Source: an optimization exercise on an open RTL-to-GDS flow (aim: small area and a short achievable clock period). Production flows keep margins and buffers that such runs may drop.
No run shown here included a check of the RTL's function; only the layout flow was run.

===== design.v =====
module top (
    input clk,
    input rst_n,
    input vld_in,
    input [31:0] x,
    output reg vld_out,
    output reg [16:0] y
);
    wire [2:0] s1_0_sum = {1'b0, x[31:30]} - 3'd1;
    wire [1:0] s1_0_r = s1_0_sum[1:0];
    wire s1_0_q = ~s1_0_sum[2];
    reg v1;
    always @(posedge clk or negedge rst_n)
        if (!rst_n) v1 <= 1'b0;
        else v1 <= vld_in;
    reg [0:0] q1;
    reg [1:0] r1;
    reg [29:0] x1;
    always @(posedge clk) begin
        q1 <= s1_0_q;
        r1 <= s1_0_r;
        x1 <= x[29:0];
    end
    wire s2_1_s = ~q1[0];
    wire [3:0] s2_1_sum = {r1, x1[29:28]} + {~s2_1_s, q1 ^ {1{~s2_1_s}}, 2'b11};
    wire [2:0] s2_1_r = s2_1_sum[2:0];
    wire [1:0] s2_1_q = {q1, ~s2_1_sum[3]};
    reg v2;
    always @(posedge clk or negedge rst_n)
        if (!rst_n) v2 <= 1'b0;
        else v2 <= v1;
    reg [1:0] q2;
    reg [2:0] r2;
    reg [27:0] x2;
    always @(posedge clk) begin
        q2 <= s2_1_q;
        r2 <= s2_1_r;
        x2 <= x1[27:0];
    end
    wire s3_2_s = ~q2[0];
    wire [4:0] s3_2_sum = {r2, x2[27:26]} + {~s3_2_s, q2 ^ {2{~s3_2_s}}, 2'b11};
    wire [3:0] s3_2_r = s3_2_sum[3:0];
    wire [2:0] s3_2_q = {q2, ~s3_2_sum[4]};
    reg v3;
    always @(posedge clk or negedge rst_n)
        if (!rst_n) v3 <= 1'b0;
        else v3 <= v2;
    reg [2:0] q3;
    reg [3:0] r3;
    reg [25:0] x3;
    always @(posedge clk) begin
        q3 <= s3_2_q;
        r3 <= s3_2_r;
        x3 <= x2[25:0];
    end
    wire s4_3_s = ~q3[0];
    wire [5:0] s4_3_sum = {r3, x3[25:24]} + {~s4_3_s, q3 ^ {3{~s4_3_s}}, 2'b11};
    wire [4:0] s4_3_r = s4_3_sum[4:0];
    wire [3:0] s4_3_q = {q3, ~s4_3_sum[5]};
    reg v4;
    always @(posedge clk or negedge rst_n)
        if (!rst_n) v4 <= 1'b0;
        else v4 <= v3;
    reg [3:0] q4;
    reg [4:0] r4;
    reg [23:0] x4;
    always @(posedge clk) begin
        q4 <= s4_3_q;
        r4 <= s4_3_r;
        x4 <= x3[23:0];
    end
    wire s5_4_s = ~q4[0];
    wire [6:0] s5_4_sum = {r4, x4[23:22]} + {~s5_4_s, q4 ^ {4{~s5_4_s}}, 2'b11};
    wire [5:0] s5_4_r = s5_4_sum[5:0];
    wire [4:0] s5_4_q = {q4, ~s5_4_sum[6]};
    reg v5;
    always @(posedge clk or negedge rst_n)
        if (!rst_n) v5 <= 1'b0;
        else v5 <= v4;
    reg [4:0] q5;
    reg [5:0] r5;
    reg [21:0] x5;
    always @(posedge clk) begin
        q5 <= s5_4_q;
        r5 <= s5_4_r;
        x5 <= x4[21:0];
    end
    wire s6_5_s = ~q5[0];
    wire [7:0] s6_5_sum = {r5, x5[21:20]} + {~s6_5_s, q5 ^ {5{~s6_5_s}}, 2'b11};
    wire [6:0] s6_5_r = s6_5_sum[6:0];
    wire [5:0] s6_5_q = {q5, ~s6_5_sum[7]};
    reg v6;
    always @(posedge clk or negedge rst_n)
        if (!rst_n) v6 <= 1'b0;
        else v6 <= v5;
    reg [5:0] q6;
    reg [6:0] r6;
    reg [19:0] x6;
    always @(posedge clk) begin
        q6 <= s6_5_q;
        r6 <= s6_5_r;
        x6 <= x5[19:0];
    end
    wire s7_6_s = ~q6[0];
    wire [8:0] s7_6_sum = {r6, x6[19:18]} + {~s7_6_s, q6 ^ {6{~s7_6_s}}, 2'b11};
    wire [7:0] s7_6_r = s7_6_sum[7:0];
    wire [6:0] s7_6_q = {q6, ~s7_6_sum[8]};
    reg v7;
    always @(posedge clk or negedge rst_n)
        if (!rst_n) v7 <= 1'b0;
        else v7 <= v6;
    reg [6:0] q7;
    reg [7:0] r7;
    reg [17:0] x7;
    always @(posedge clk) begin
        q7 <= s7_6_q;
        r7 <= s7_6_r;
        x7 <= x6[17:0];
    end
    wire s8_7_s = ~q7[0];
    wire [9:0] s8_7_sum = {r7, x7[17:16]} + {~s8_7_s, q7 ^ {7{~s8_7_s}}, 2'b11};
    wire [8:0] s8_7_r = s8_7_sum[8:0];
    wire [7:0] s8_7_q = {q7, ~s8_7_sum[9]};
    reg v8;
    always @(posedge clk or negedge rst_n)
        if (!rst_n) v8 <= 1'b0;
        else v8 <= v7;
    reg [7:0] q8;
    reg [8:0] r8;
    reg [15:0] x8;
    always @(posedge clk) begin
        q8 <= s8_7_q;
        r8 <= s8_7_r;
        x8 <= x7[15:0];
    end
    wire s9_8_s = ~q8[0];
    wire [10:0] s9_8_sum = {r8, x8[15:14]} + {~s9_8_s, q8 ^ {8{~s9_8_s}}, 2'b11};
    wire [9:0] s9_8_r = s9_8_sum[9:0];
    wire [8:0] s9_8_q = {q8, ~s9_8_sum[10]};
    reg v9;
    always @(posedge clk or negedge rst_n)
        if (!rst_n) v9 <= 1'b0;
        else v9 <= v8;
    reg [8:0] q9;
    reg [9:0] r9;
    reg [13:0] x9;
    always @(posedge clk) begin
        q9 <= s9_8_q;
        r9 <= s9_8_r;
        x9 <= x8[13:0];
    end
    wire s10_9_s = ~q9[0];
    wire [11:0] s10_9_sum = {r9, x9[13:12]} + {~s10_9_s, q9 ^ {9{~s10_9_s}}, 2'b11};
    wire [10:0] s10_9_r = s10_9_sum[10:0];
    wire [9:0] s10_9_q = {q9, ~s10_9_sum[11]};
    reg v10;
    always @(posedge clk or negedge rst_n)
        if (!rst_n) v10 <= 1'b0;
        else v10 <= v9;
    reg [9:0] q10;
    reg [10:0] r10;
    reg [11:0] x10;
    always @(posedge clk) begin
        q10 <= s10_9_q;
        r10 <= s10_9_r;
        x10 <= x9[11:0];
    end
    wire s11_10_s = ~q10[0];
    wire [12:0] s11_10_sum = {r10, x10[11:10]} + {~s11_10_s, q10 ^ {10{~s11_10_s}}, 2'b11};
    wire [11:0] s11_10_r = s11_10_sum[11:0];
    wire [10:0] s11_10_q = {q10, ~s11_10_sum[12]};
    reg v11;
    always @(posedge clk or negedge rst_n)
        if (!rst_n) v11 <= 1'b0;
        else v11 <= v10;
    reg [10:0] q11;
    reg [11:0] r11;
    reg [9:0] x11;
    always @(posedge clk) begin
        q11 <= s11_10_q;
        r11 <= s11_10_r;
        x11 <= x10[9:0];
    end
    wire s12_11_s = ~q11[0];
    wire [13:0] s12_11_sum = {r11, x11[9:8]} + {~s12_11_s, q11 ^ {11{~s12_11_s}}, 2'b11};
    wire [12:0] s12_11_r = s12_11_sum[12:0];
    wire [11:0] s12_11_q = {q11, ~s12_11_sum[13]};
    reg v12;
    always @(posedge clk or negedge rst_n)
        if (!rst_n) v12 <= 1'b0;
        else v12 <= v11;
    reg [11:0] q12;
    reg [12:0] r12;
    reg [7:0] x12;
    always @(posedge clk) begin
        q12 <= s12_11_q;
        r12 <= s12_11_r;
        x12 <= x11[7:0];
    end
    wire s13_12_s = ~q12[0];
    wire [14:0] s13_12_sum = {r12, x12[7:6]} + {~s13_12_s, q12 ^ {12{~s13_12_s}}, 2'b11};
    wire [13:0] s13_12_r = s13_12_sum[13:0];
    wire [12:0] s13_12_q = {q12, ~s13_12_sum[14]};
    reg v13;
    always @(posedge clk or negedge rst_n)
        if (!rst_n) v13 <= 1'b0;
        else v13 <= v12;
    reg [12:0] q13;
    reg [13:0] r13;
    reg [5:0] x13;
    always @(posedge clk) begin
        q13 <= s13_12_q;
        r13 <= s13_12_r;
        x13 <= x12[5:0];
    end
    wire s14_13_s = ~q13[0];
    wire [15:0] s14_13_sum = {r13, x13[5:4]} + {~s14_13_s, q13 ^ {13{~s14_13_s}}, 2'b11};
    wire [14:0] s14_13_r = s14_13_sum[14:0];
    wire [13:0] s14_13_q = {q13, ~s14_13_sum[15]};
    reg v14;
    always @(posedge clk or negedge rst_n)
        if (!rst_n) v14 <= 1'b0;
        else v14 <= v13;
    reg [13:0] q14;
    reg [14:0] r14;
    reg [3:0] x14;
    always @(posedge clk) begin
        q14 <= s14_13_q;
        r14 <= s14_13_r;
        x14 <= x13[3:0];
    end
    wire s15_14_s = ~q14[0];
    wire [16:0] s15_14_sum = {r14, x14[3:2]} + {~s15_14_s, q14 ^ {14{~s15_14_s}}, 2'b11};
    wire [15:0] s15_14_r = s15_14_sum[15:0];
    wire [14:0] s15_14_q = {q14, ~s15_14_sum[16]};
    reg v15;
    always @(posedge clk or negedge rst_n)
        if (!rst_n) v15 <= 1'b0;
        else v15 <= v14;
    reg [14:0] q15;
    reg [15:0] r15;
    reg [1:0] x15;
    always @(posedge clk) begin
        q15 <= s15_14_q;
        r15 <= s15_14_r;
        x15 <= x14[1:0];
    end
    wire s16_15_s = ~q15[0];
    wire [17:0] s16_15_sum = {r15, x15[1:0]} + {~s16_15_s, q15 ^ {15{~s16_15_s}}, 2'b11};
    wire [15:0] s16_15_q = {q15, ~s16_15_sum[17]};
    reg v16;
    always @(posedge clk or negedge rst_n)
        if (!rst_n) v16 <= 1'b0;
        else v16 <= v15;
    reg [15:0] q16;
    always @(posedge clk) begin
        q16 <= s16_15_q;
    end
    always @(posedge clk or negedge rst_n)
        if (!rst_n) begin
            vld_out <= 1'b0;
            y <= 17'd0;
        end else begin
            vld_out <= v16;
            y <= {1'b0, q16 & {16{v16}}};
        end
endmodule

===== run.sh =====
#!/bin/bash
# synth_recipe.tcl (not shown) runs the flow's synth.tcl, then flattens the netlist and writes it again
# the make line also repeats each setting of config.mk as NAME=value (left out here)
make -C /OpenROAD-flow-scripts/flow DESIGN_CONFIG=/design/flow/config.mk WORK_HOME=/design/flow/orfs CLKGATE_MAP_FILE= SYNTH_SCRIPT=/design/flow/synth_recipe.tcl finish

===== constraint.sdc =====
create_clock -name core_clock -period 10.0 [get_ports {clk}]
set_input_delay 2.0000 -clock core_clock [delete_from_list [all_inputs] [get_ports {clk}]]
set_output_delay 2.0000 -clock core_clock [all_outputs]
set_load 0.01 [all_outputs]

===== config.mk =====
export PLATFORM = sky130hd
export DESIGN_NAME = top
export DESIGN_NICKNAME = top
export VERILOG_FILES = /design/flow/design.v
export SDC_FILE = /design/flow/constraint.sdc
export NUM_CORES = 4
export LEC_CHECK = 0
export CAP_MARGIN = 20
export CORE_MARGIN = 2
export CORE_UTILIZATION = 40
export SLEW_MARGIN = 20

==> results of run 1 <==
## logic make-up (layout without fill, tap and decap cells)
kind of cell,Yosys count,in the layout,share of synthesized area (%)
adder cells (fa/ha/maj),120,120,8.61
flip-flops,544,544,63.4
AND/OR/NAND/NOR,201,201,5.93
XOR/XNOR,223,223,11.2
buffers and inverters,94,225,2.07
AO/OA/AOI/OAI,224,224,8.77
other,1,1,0.0215
## cell usage in the layout (no fill, tap or decap), types with 4 or more instances in the layout
cell type and instances:
nand3b_1 4, clkdlybuf4s50_1 51, a21oi_1 56, a21o_1 18, dfxtp_1 511, xnor2_1 91, nand3_1 20, or2_2 4
a21boi_0 6, a31oi_1 10, and3_1 7, o211ai_1 18, nand2_1 35, ha_1 120, nand4_1 4, dfrtp_1 33
nand2b_1 8, and2_1 21, inv_1 74, a211oi_1 14, o41ai_1 4, clkinvlp_4 4, or3_1 5, clkinv_2 5
bufinv_16 10, o21bai_1 5, o21a_1 9, nor2b_1 7, clkbuf_8 14, xor2_1 132, o211a_1 5, and3b_1 4
clkbuf_1 8, o21ai_1 7, nor3_1 18, nor4_1 6, clkbuf_16 53, o21ai_0 41, nor2_1 50
## flip-flops by register name, summed over array words and instances, names as in the netlist, 16 cells and up
register / flops
x2: 28
y: 16
x5: 22
r15: 16
q16: 16
x1: 30
x4: 24
x8: 16
x3: 26
x7: 18
x6: 20
## worst min-delay path by stage
stage          slack [ns]  cells past startpoint  startpoint  endpoint
2_1_floorplan        0.31                      0       x9[0]    x10[0]
3_3_place_gp         0.31                      0      x7[13]    x8[13]
3_5_place_dp         0.31                      0      x9[11]   x10[11]
4_1_cts              0.32                      0       x5[6]     x6[6]
5_1_grt              0.33                      0       x4[7]     x5[7]
6_report             0.32                      0       x4[7]     x5[7]
## final cells by class
| cell class | instances | area, um^2 | area share [%] |
|---|---|---|---|
| clock buffer | 75 | 1550 | 7.53 |
| clock inverter | 24 | 414 | 2.01 |
| inverter | 74 | 278 | 1.35 |
| multi-input combinational | 769 | 6020 | 29.3 |
| sequential | 544 | 11100 | 53.7 |
| tap | 585 | 732 | 3.56 |
| timing repair buffer | 52 | 518 | 2.52 |
## metrics by stage
stage               instances  util [%]  hold WS (ns)  instance area (um^2)
floorplan                1407         -         0.310                 17400
global placement         2024      43.2         0.310                 18600
detailed placement       2024      43.2         0.312                 18600
CTS                      2123      47.8         0.320                 20600
global route             2123      47.8         0.326                 20600
finish                   2123      47.8         0.322                 20600
## layer usage
layer / up-vias / GRT usage, % / wire length (um)
met3: 73 / 2.85 / 1020
met5: - / 0 / 0
met2: 141 / 19.8 / 11900
met4: 0 / 6.00 / 887
met1: 4293 / 12.8 / 10700
li1: 4929 / - / -
==> out/results.ini, run 1 <==
[status]
status=complete, no violations

[grt]
grt_overflow=0
antenna_found_initial=0
grt_pass1_vias=9459
grt_usage_pct=11.4
grt_max_degree=34
grt_pass1_wl_um=42200

[logic_synthesis]
yosysWarnings=1
yosysUniqueCellTypes=63
ys_ff_latch=544
ys_seq_area_share_pct=63.4
synth-main-ff-cell=dfxtp_1
syn-num-nets=1562
yosysMostFrequentCell=dfxtp_1
synthTopCellsByCount=dfxtp_1, xor2_1, ha_1
synth_edf_count=0
syn_area_mm2=0.0174
async_flop_share_pct=6.07
synth_area_leaders=dfxtp_1, ha_1, xor2_1
syn_inst=1407
syn_avg_cell_area_um2=12.4
synth_top_area_share_pct=58.7
netlist.top_cell.by_area=dfxtp_1

[die]
die_x_um=213
die_h_um=213
coreArea_mm2=0.0431
start_util_pct=40.5
dieArea_mm2=0.0453
rows=76
ios=53

[clock_tree]
clk_root_buffer_cell=clkbuf_16
cts_hold_buffers=0
cts.reportedPaths.clkPinSlew_ns=0.06
numCtsBuffers=53
cts_resized=0
cts_sinks=544
cts_tree=done
clockBufferDepth=3
htree_levels=2
cts_setup_buffers=0
insertion_delay_ns=0.60

[detailed_routing]
vias=9436
drt_iter0_drc=363
drt_pass1_iterations=4
ant_nets=0
drc=0
viasPerCell=4.44
wl_per_cell_um=11.5
wirelength_um=24500

[setup_path]
reg2reg_to=r14[14]
crit_family=buffers and inverters
path_depth=1
required_ns=8.00
crit_fanout=1
startpoint=y[15]
cpPeakStageDelay_ns=0.52
cp-start-kind=flip-flop
critPathArrivalTime_ns=1.42
reg2reg_depth=7
critPathKind=flip-flop to output pin
cp_slowest_cell=clkdlybuf4s50_1
end_kind=output pin
cp_num_buf_inv=1
crit_chain=clkdlybuf4s50_1
r2r_slack_ns=7.18
worst_r2r_startpoint=q13[0]
crit_path_end=y[15]

[placed_design]
gp_congestion=0.830
hpwl_um=17300
portBuffers=51
place_ws_ns=7.04

[sta]
fmax_ghz=0.292
worstMarginPinSlew_ns=0.853
setup_tns_ns=0
finalCriticalPeriod_ns=3.42
slew_headroom_pct=43.1
finalSetupViolCount=0
fin_ws_ns=6.58
finClkSkew_ns=0.0219
finalCritPeriodShare_pct=34.2
rsz0062_at_grt=no
drv_slew=0
hold_violations=0

[finish]
num-fill-cells=3802
nets=1649
diodes=0
final_layout_size_suffix_gt1_share_pct=6.96
areaGrowthSynthToFinish_pct=18.0

[job]
maxCapViolations=0

[min_path]
hp-class=flip-flop to flip-flop

==> run 2: changes to the inputs <==
--- a/config.mk
+++ b/config.mk
@@ -8,4 +8,7 @@
 export CAP_MARGIN = 20
 export CORE_MARGIN = 2
 export CORE_UTILIZATION = 40
+export CTS_BUF_LIST = sky130_fd_sc_hd__clkbuf_8
+export CTS_CLUSTER_DIAMETER = 50
+export CTS_CLUSTER_SIZE = 16
 export SLEW_MARGIN = 20
==> run 2 against run 1 <==
Against the previous run:
- maximum frequency fell by 1.3%
- largest cell class unchanged
- first-iteration DRC count rose by 2.8%
- global-route usage fell by 0.27 points
- count of clock-buffer cells in the layout fell by 23
==> out/results.ini, run 2 <==
[placed_design]
gp_congestion=0.830  ; unchanged
portBuffers=51  ; unchanged
dpl_cell_area_mm2=0.0186  ; unchanged
hpwl_um=17300  ; unchanged

[grt]
grt_pass1_wl_um=41400  ; -1.9%
grt_usage_pct=11.1  ; -0.27 points
antenna_found_initial=0  ; unchanged
grt_overflow=0  ; unchanged
grt_max_degree=34  ; unchanged
grt_pass1_vias=9342  ; -1.2%

[detailed_routing]
wirelength_um=24100  ; -1.9%
drt_iter0_drc=373  ; +2.8%
drc=0  ; unchanged
wl_per_cell_um=11.4  ; -0.82%
drt_pass1_iterations=4  ; unchanged
ant_nets=0  ; unchanged
viasPerCell=4.46  ; +0.31%
vias=9367  ; -0.73%

[logic_synthesis]
synthTopCellsByCount=dfxtp_1, xor2_1, ha_1
syn_inst=1407  ; unchanged
syn_avg_cell_area_um2=12.4  ; unchanged
yosysMostFrequentCell=dfxtp_1
synth_edf_count=0  ; unchanged
yosysWarnings=1  ; unchanged
ys_seq_area_share_pct=63.4  ; unchanged
yosysUniqueCellTypes=63  ; unchanged
syn_area_mm2=0.0174  ; unchanged
synth-main-ff-cell=dfxtp_1
async_flop_share_pct=6.07  ; unchanged
synth_area_leaders=dfxtp_1, ha_1, xor2_1
ys_ff_latch=544  ; unchanged
synth_top_area_share_pct=58.7  ; unchanged
syn-num-nets=1562  ; unchanged
netlist.top_cell.by_area=dfxtp_1

[clock_tree]
cts_tree=done
insertion_delay_ns=0.62  ; +0.02 ns
clockBufferDepth=3  ; unchanged
cts_resized=0  ; unchanged
cts_sinks=544  ; unchanged
cts.reportedPaths.clkPinSlew_ns=0.09  ; +0.03 ns
cts_hold_buffers=0  ; unchanged
cts_setup_buffers=0  ; unchanged
numCtsBuffers=48  ; -9.4%
htree_levels=2  ; unchanged
clk_root_buffer_cell=clkbuf_8

[job]
maxCapViolations=0  ; unchanged

[setup_path]
cp_slowest_cell=clkdlybuf4s50_1
r2r_slack_ns=7.21  ; +0.03 ns
reg2reg_depth=7  ; unchanged
worst_r2r_startpoint=q13[0]
crit_fanout=1  ; unchanged
required_ns=8.00  ; about the same
reg2reg_to=r14[12]
crit_chain=clkdlybuf4s50_1
crit_family=buffers and inverters
cp_num_buf_inv=1  ; unchanged
end_kind=output pin
cpPeakStageDelay_ns=0.52  ; about the same
critPathKind=flip-flop to output pin
critPathArrivalTime_ns=1.47  ; +0.05 ns
cp-start-kind=flip-flop

[min_path]
min_delay_path_depth=0  ; unchanged
hp-class=flip-flop to flip-flop
whs_endpoint=x2[3]
min_from=x1[3]

[finish]
final_cell_mix=dfxtp_1, xor2_1, ha_1, xnor2_1, inv_1
diodes=0  ; unchanged
fin_area_mm2=0.0196  ; -4.8%
largest_register_ffs=30  ; unchanged
top_register=x1
final_layout_size_suffix_gt1_share_pct=6.07  ; -0.89 points
areaGrowthSynthToFinish_pct=12.2
nets=1644  ; -0.30%
top_regs=x1 x30, x2 x28, x3 x26
final_common_cell=dfxtp_1
layout.area.seq_mm2=0.0111  ; unchanged
multi_input_area_mm2=0.00602  ; unchanged
num-fill-cells=3922  ; +3.2%

[die]
die_x_um=213  ; unchanged
die_h_um=213  ; unchanged
start_util_pct=40.5  ; unchanged
ios=53  ; unchanged
coreArea_mm2=0.0431  ; unchanged
dieArea_mm2=0.0453  ; unchanged
rows=76  ; unchanged

[status]
status=complete, no violations

[sta]
finalCriticalPeriod_ns=3.47  ; +0.0439 ns
worstMarginPinSlew_ns=0.851  ; -0.00249 ns
finalSetupViolCount=0  ; unchanged
finalCritPeriodShare_pct=34.7  ; +0.44 points
finClkSkew_ns=0.0305  ; +0.00856 ns
rsz0062_at_grt=no
drv_slew=0  ; unchanged
fmax_ghz=0.288  ; -1.3%
setup_tns_ns=0  ; unchanged
slew_headroom_pct=43.2  ; +0.17 points
hold_violations=0  ; unchanged

==> run 2: cell counts after synthesis <==
No cell type changed its count.
==> run 2: how the worst max path moves through the flow <==
| stage | from | end | slack, ns | cells after the start |
|---|---|---|---|---|
| after global placement | x[30] | r1[1] | 7.08 | 4 |
| after global routing | y[6] | y[6] | 6.42 | 1 |
| final | y[5] | y[5] | 6.53 | 1 |
| after detailed placement | x[30] | r1[1] | 7.04 | 4 |
| after CTS | y[2] | y[2] | 6.45 | 1 |
| after floorplan | x[30] | r1[1] | 7.58 | 3 |
==> run 2: per-layer routing <==
layer	track usage, %	up-vias	wire length [um]
li1	-	4896	-
met3	2.53	71	935
met2	19.6	140	11700
met5	0	-	0
met1	12.5	4260	10600
met4	5.79	0	850
==> run 2: logic make-up after synthesis <==
kind of cell | share of synthesized area [%]
buffers and inverters | 2.07
XOR/XNOR | 11.2
other | 0.0215
flip-flops | 63.4
AO/OA/AOI/OAI | 8.77
adder cells (fa/ha/maj) | 8.61
AND/OR/NAND/NOR | 5.93
==> run 2: stage by stage <==
stage                     cells  setup WS [ns]  utilization, %  hold slack, ns
after floorplan            1407           7.58               -           0.310
after global routing       2101           6.42            45.4           0.294
after global placement     2024           7.08            43.2           0.310
final                      2101           6.53            45.4           0.303
after detailed placement   2024           7.04            43.2           0.312
after CTS                  2101           6.45            45.4           0.306
==> run 2: final cells by class <==
cell class,instances,share of cell area (%)
inverters,74,1.42
repair buffers,52,2.65
multi-input cells,769,30.8
well taps,585,3.74
flip-flops and latches,544,56.5
clock buffers,52,3.66
clock inverters,25,1.29
==> run 3: changes to the inputs <==
--- a/config.mk
+++ b/config.mk
@@ -8,7 +8,7 @@
 export CAP_MARGIN = 20
 export CORE_MARGIN = 2
 export CORE_UTILIZATION = 40
-export CTS_BUF_LIST = sky130_fd_sc_hd__clkbuf_8
-export CTS_CLUSTER_DIAMETER = 50
-export CTS_CLUSTER_SIZE = 16
+export CTS_BUF_LIST = sky130_fd_sc_hd__clkbuf_4
+export CTS_CLUSTER_DIAMETER = 40
+export CTS_CLUSTER_SIZE = 10
 export SLEW_MARGIN = 20
==> run 3 against run 2 <==
Against the previous run:
- register-to-register slack barely moved
- final cell count rose by 2.5%
- worst setup slack got worse by 0.15 ns
- sequential share of layout area barely moved
- critical endpoint unchanged
- worst hold slack got worse by 0.0080 ns
- first-iteration DRC count fell by 12%
- critical path type unchanged
- area after synthesis did not move
- utilization barely moved
==> out/results.ini, run 3 <==
[status]
status=complete, no violations

[sta]
drv_slew=0  ; unchanged
hold_violations=0  ; unchanged
rsz0062_at_grt=no
fin_ws_ns=6.38  ; -0.148 ns
finalSetupViolCount=0  ; unchanged
finalCriticalPeriod_ns=3.62  ; +0.148 ns
holdWs_ns=0.295  ; -0.00798 ns
worstMarginPinSlew_ns=0.848  ; -0.00259 ns
fmax_ghz=0.277  ; -4.1%
finalCritPeriodShare_pct=36.2  ; +1.5 points
finClkSkew_ns=0.0646  ; +0.0341 ns
setup_tns_ns=0  ; unchanged
slew_headroom_pct=43.4  ; +0.17 points

[clock_tree]
cts_resized=0  ; unchanged
cts_tree=done
numCtsBuffers=80  ; +67%
clk_root_buffer_cell=clkbuf_4
cts_hold_buffers=0  ; unchanged
htree_levels=3  ; +1
cts_setup_buffers=0  ; unchanged
cts.reportedPaths.clkPinSlew_ns=0.10  ; about the same
clockBufferDepth=3  ; unchanged
cts_sinks=544  ; unchanged
insertion_delay_ns=0.80  ; +0.18 ns

[logic_synthesis]
netlist.top_cell.by_area=dfxtp_1
synthAdderAreaFrac_pct=8.61  ; unchanged
yosysWarnings=1  ; unchanged
synth_top_family_by_area=XOR/XNOR gates
synth_area_leaders=dfxtp_1, ha_1, xor2_1
ys_seq_area_share_pct=63.4  ; unchanged
synthTopCellsByCount=dfxtp_1, xor2_1, ha_1
synth_top_area_share_pct=58.7  ; unchanged
synth.area.mux_share_pct=0  ; unchanged
async_flop_share_pct=6.07  ; unchanged
synth_compound_area_share_pct=8.77  ; unchanged
synth-main-ff-cell=dfxtp_1
synth-simple-area-share_pct=5.93  ; unchanged
syn_area_mm2=0.0174  ; unchanged
synth_edf_count=0  ; unchanged
synth_xor_area_share_pct=11.2  ; unchanged
syn-num-nets=1562  ; unchanged
yosysMostFrequentCell=dfxtp_1
syn_inst=1407  ; unchanged
ys_ff_latch=544  ; unchanged
syn_avg_cell_area_um2=12.4  ; unchanged
yosysUniqueCellTypes=63  ; unchanged

[setup_path]
crit_fanout=1  ; unchanged
r2r_slack_ns=7.21  ; about the same
reg2reg_depth=7  ; unchanged
cpPeakStageDelay_ns=0.52  ; about the same
cp_num_buf_inv=1  ; unchanged
path_depth=1  ; unchanged
crit_family=buffers and inverters
cp-start-kind=flip-flop
worst_r2r_startpoint=q13[0]
cp_slowest_cell=clkdlybuf4s50_1
end_kind=output pin
crit_path_end=y[5]
required_ns=8.00  ; about the same
crit_chain=clkdlybuf4s50_1
startpoint=y[5]
critPathArrivalTime_ns=1.62  ; +0.15 ns
reg2reg_to=r14[12]
critPathKind=flip-flop to output pin

[finish]
nets=1676  ; +1.9%
instances_no_fill=2153  ; +2.5%
layout.area.seq_mm2=0.0111  ; unchanged
num-fill-cells=3975  ; +1.4%
final_cell_mix=dfxtp_1, xor2_1, ha_1, xnor2_1, clkbuf_4
final_common_cell=dfxtp_1
largest_register_ffs=30  ; unchanged
fin_area_mm2=0.0196  ; about the same
areaGrowthSynthToFinish_pct=12.2  ; about the same
top_regs=x1 x30, x2 x28, x3 x26
multi_input_area_mm2=0.00602  ; unchanged
top_register=x1
final_layout_size_suffix_gt1_share_pct=8.42  ; +2.4 points

[detailed_routing]
viasPerCell=4.47  ; +0.16%
wirelength_um=24700  ; +2.7%
drt_pass1_iterations=4  ; unchanged
drt_iter0_drc=329  ; -12%
wl_per_cell_um=11.5  ; +0.17%
drc=0  ; unchanged
ant_nets=0  ; unchanged
vias=9614  ; +2.6%

[placed_design]
hpwl_um=17300  ; unchanged
gp_congestion=0.830  ; unchanged
portBuffers=51  ; unchanged
place_ws_ns=7.04  ; unchanged
dpl_cell_area_mm2=0.0186  ; unchanged
post-place-cells=2024  ; unchanged

[die]
die_h_um=213  ; unchanged
ios=53  ; unchanged
start_util_pct=40.5  ; unchanged
coreArea_mm2=0.0431  ; unchanged
rows=76  ; unchanged
dieArea_mm2=0.0453  ; unchanged
die_x_um=213  ; unchanged

[grt]
grt_max_degree=34  ; unchanged
antenna_found_initial=1  ; +1
grt_usage_pct=11.5  ; +0.43 points
grt_overflow=0  ; unchanged
grt_pass1_vias=9658  ; +3.4%
grt_pass1_wl_um=42500  ; +2.7%

[job]
maxCapViolations=0  ; unchanged

[min_path]
hp-class=flip-flop to flip-flop

-- run 3: kinds of logic (layout without fill, tap and decap cells) --
kind of cell / after synthesis / count (layout)
compound gates: 224 / 224
xor+xnor: 223 / 223
fa+ha+maj: 120 / 120
buf+inv: 94 / 254
flops: 544 / 544
other cells: 1 / 2
simple gates: 201 / 201
-- run 3: area by class of cell --
type                            count  share of cell area (%)
Timing Repair Buffer               52                    2.65
Multi-Input combinational cell    769                    30.8
Inverter                           74                    1.42
Clock inverter                     42                    1.56
Clock buffer                       86                    3.30
Tap cell                          585                    3.74
Sequential cell                   544                    56.5
Antenna cell                        1                  0.0128
-- run 3: how the worst min path moves through the flow --
stage               endpoint  depth (start not counted)    from  slack (ns)
floorplan             x10[0]                          0   x9[0]        0.31
detailed placement   x10[11]                          0  x9[11]        0.31
CTS                   x2[22]                          0  x1[22]        0.29
global placement      x8[13]                          0  x7[13]        0.31
global route          x2[22]                          0  x1[22]        0.29
finish                x2[22]                          0  x1[22]        0.29
-- run 3: through the flow --
step / utilization (%)
after floorplan: -
after global placement: 43.2
after detailed placement: 43.2
after CTS: 45.4
after global routing: 45.4
final: 45.4
-- run 3: per-layer routing --
layer  track usage (%)  up-vias  part of all wire [%]
met5                 0        -                     0
met1              12.5     4341                    43
met2              19.8      166                    48
met3              3.07      104                   4.0
li1                  -     5003                     -
met4              7.67        0                   4.7
==> run 4: changes to the inputs <==
==> flow/run.sh (new file) <==
#!/bin/bash
# Standard ORFS layout, with the port buffers made from buf_2 cells instead of
# the flow's default choice (a slow clkdlybuf4s50_1 delay cell).
set -euo pipefail
export BUFFER_PORTS_ARGS="-buffer_cell sky130_fd_sc_hd__buf_2"
bash standard.sh > standard_flow.log 2>&1
==> standard.sh (new file) <==
#!/bin/bash
# synth_recipe.tcl (not shown) runs the flow's synth.tcl, then flattens the netlist and writes it again
# the make line also repeats each setting of config.mk as NAME=value (left out here)
make -C /OpenROAD-flow-scripts/flow DESIGN_CONFIG=/design/flow/config.mk WORK_HOME=/design/flow/orfs CLKGATE_MAP_FILE= SYNTH_SCRIPT=/design/flow/synth_recipe.tcl "${@:-finish}"
--- a/config.mk
+++ b/config.mk
@@ -8,7 +8,7 @@
 export CAP_MARGIN = 20
 export CORE_MARGIN = 2
 export CORE_UTILIZATION = 40
-export CTS_BUF_LIST = sky130_fd_sc_hd__clkbuf_4
-export CTS_CLUSTER_DIAMETER = 40
-export CTS_CLUSTER_SIZE = 10
+export CTS_BUF_LIST = sky130_fd_sc_hd__clkbuf_8
+export CTS_CLUSTER_DIAMETER = 50
+export CTS_CLUSTER_SIZE = 16
 export SLEW_MARGIN = 20
removed: run.sh
==> run 4 against run 3 <==
Against the previous run:
- flip-flop and latch count unchanged
- clock skew shrank 0.020 ns
- register-to-register slack improved by 0.05 ns
- first-iteration DRC count shrank 20%
- count of clock-buffer cells in the layout is 31 lower
- sequential share of layout area rose by 0.89 points
- worst hold slack improved by 0.015 ns
- critical endpoint is now y[2]
- highest routed layer unchanged
==> out/results.ini, run 4 <==
[logic_synthesis]
yosysMostFrequentCell=dfxtp_1
ys_ff_latch=544  ; unchanged
netlist.top_cell.by_area=dfxtp_1
synth_edf_count=0  ; unchanged
synth_top_area_share_pct=58.7  ; unchanged
syn-num-nets=1562  ; unchanged
yosysWarnings=1  ; unchanged
syn_area_mm2=0.0174  ; unchanged
async_flop_share_pct=6.07  ; unchanged
synth_area_leaders=dfxtp_1, ha_1, xor2_1
synthTopCellsByCount=dfxtp_1, xor2_1, ha_1
synth-main-ff-cell=dfxtp_1
ys_seq_area_share_pct=63.4  ; unchanged
yosysUniqueCellTypes=63  ; unchanged
syn_avg_cell_area_um2=12.4  ; unchanged
syn_inst=1407  ; unchanged

[setup_path]
critPathArrivalTime_ns=1.15  ; -0.47 ns
cp_slowest_cell=dfrtp_1
required_ns=8.00  ; about the same
cpPeakStageDelay_ns=0.38  ; -0.14 ns
worst_r2r_startpoint=q13[0]
reg2reg_to=q14[0]
crit_fanout=1  ; unchanged
critPathKind=flip-flop to output pin
end_kind=output pin
reg2reg_depth=7  ; unchanged
crit_family=flip-flops
r2r_slack_ns=7.26  ; +0.05 ns
cp-start-kind=flip-flop
crit_chain=buf_2
cp_num_buf_inv=1  ; unchanged

[grt]
grt_max_degree=34  ; unchanged
grt_pass1_vias=9406  ; -2.6%
grt_overflow=0  ; unchanged
grt_pass1_wl_um=41800  ; -1.6%
grt_usage_pct=11.3  ; -0.27 points
antenna_found_initial=0  ; -1

[die]
ios=53  ; unchanged
start_util_pct=40.5  ; unchanged
coreArea_mm2=0.0431  ; unchanged
rows=76  ; unchanged
dieArea_mm2=0.0453  ; unchanged
die_h_um=213  ; unchanged
die_x_um=213  ; unchanged

[detailed_routing]
drc=0  ; unchanged
drt_iter0_drc=263  ; -20%
drt_pass1_iterations=4  ; unchanged
ant_nets=0  ; unchanged
vias=9316  ; -3.1%
viasPerCell=4.44  ; -0.56%
wl_per_cell_um=11.6  ; +1.2%
wirelength_um=24400  ; -1.3%

[min_path]
min_from=x13[0]
min_delay_path_depth=0  ; unchanged
whs_endpoint=x14[0]
hp-class=flip-flop to flip-flop

[sta]
rsz0062_at_grt=no
slew_headroom_pct=42.7  ; -0.68 points
finalCritPeriodShare_pct=31.5  ; -4.7 points
fmax_ghz=0.318  ; +15%
hold_violations=0  ; unchanged
finClkSkew_ns=0.0450  ; -0.0196 ns
drv_slew=0  ; unchanged
worstMarginPinSlew_ns=0.858  ; +0.0101 ns
finalSetupViolCount=0  ; unchanged
setup_tns_ns=0  ; unchanged
finalCriticalPeriod_ns=3.15  ; -0.468 ns

[finish]
top_regs=x1 x30, x2 x28, x3 x26
num-fill-cells=3963  ; -0.30%
top_register=x1
diodes=0  ; -1
fin_util_pct=44.7  ; -0.71 points
final_layout_size_suffix_gt1_share_pct=8.92  ; +0.50 points
nets=1642  ; -2.0%
final_common_cell=dfxtp_1
largest_register_ffs=30  ; unchanged
final_cell_mix=dfxtp_1, xor2_1, ha_1, xnor2_1, inv_1
areaGrowthSynthToFinish_pct=10.4

[clock_tree]
cts_sinks=544  ; unchanged
clockBufferDepth=3  ; unchanged
clk_root_buffer_cell=clkbuf_8
cts_setup_buffers=0  ; unchanged
htree_levels=2  ; -1
cts_tree=done
numCtsBuffers=47  ; -41%
insertion_delay_ns=0.65  ; -0.15 ns
cts_resized=0  ; unchanged
cts.reportedPaths.clkPinSlew_ns=0.09  ; about the same
cts_hold_buffers=0  ; unchanged

[placed_design]
gp_congestion=0.816  ; -1.7%
hpwl_um=17300  ; about the same
portBuffers=51  ; unchanged

[status]
status=complete, no violations

[job]
maxCapViolations=0  ; unchanged

[run 4: cell counts after synthesis]
Identical to the previous run, type by type.
[run 4: layer usage]
metal	track usage (%)	wire, um	vias to the layer above
li1	-	-	4885
met1	13.0	11100	4229
met2	19.4	11300	138
met3	2.84	1110	64
met4	5.67	848	0
met5	0	0	-
[run 4: final cells by class]
type / instances / area [um^2] / area share, %
flip-flops and latches: 544 / 11100 / 57.4
multi-input cells: 769 / 6020 / 31.3
clock buffers: 55 / 757 / 3.93
well taps: 585 / 732 / 3.80
inverters: 74 / 278 / 1.44
repair buffers: 51 / 255 / 1.33
clock inverters: 20 / 155 / 0.806
[run 4: cell families (layout without fill, tap and decap cells)]
group                      after synthesis  in the layout  synth area share (%)
AOI/OAI and AO/OA                      224            224                  8.77
xor gates and xnor gates               223            223                  11.2
adders and majority gates              120            120                  8.61
buffers and inverters                   94            200                  2.07
DFF                                    544            544                  63.4
other                                    1              1                0.0215
and+or+nand+nor                        201            201                  5.93
[run 4: per-stage QoR]
| stage | instance area, um^2 | instances | setup slack, ns | hold WS [ns] |
|---|---|---|---|---|
| final | 19300 | 2098 | 6.85 | 0.310 |
| after global routing | 19300 | 2098 | 6.76 | 0.316 |
| after CTS | 19300 | 2098 | 6.77 | 0.308 |
| after detailed placement | 18300 | 2023 | 7.33 | 0.312 |
| after global placement | 18300 | 2023 | 7.38 | 0.310 |
| after floorplan | 17400 | 1407 | 7.58 | 0.310 |
[run 4: how the worst max path moves through the flow]
stage,slack (ns),end,start,cells past startpoint
detailed placement,7.33,r14[13],q13[0],7
CTS,6.77,y[2],y[2],1
global placement,7.38,q15[0],q14[0],7
floorplan,7.58,r1[1],x[30],3
finish,6.85,y[2],y[2],1
global route,6.76,y[2],y[2],1

[separate check: timing with driven ports]
In the flow no input, the clock included, has a driving cell. The finished layouts below were timed again as built, in two steps. Step 1 assumes that a clkbuf_16 drives the clock port and a buf_2 every other input. Step 2, shift: input delay + t, output delay - t, t = (earliest + latest rising clock arrival at the registers) / 2. This alone moves slack from input paths to output paths. a / b / c = ideal ports / drivers / drivers and shift; a / b = the first two.
| run | t (ns) | slack for setup (ns) | worst setup path at the end | latest minus earliest clock arrival (ns) | cell pins on the clock port's net |
|---|---|---|---|---|---|
| run 1 | 0.642 | 6.576 / 6.522 / 7.029 | input to register | 0.025 / 0.024 | 1 |
| run 2 | 0.655 | 6.532 / 6.480 / 7.031 | input to register | 0.036 / 0.037 | 1 |
| run 3 | 0.803 | 6.385 / 6.339 / 7.032 | input to register | 0.079 / 0.079 | 1 |
| run 4 | 0.677 | 6.852 / 6.800 / 7.261 | register to register | 0.057 / 0.057 | 1 |
After both steps setup and hold are still met in every run listed.
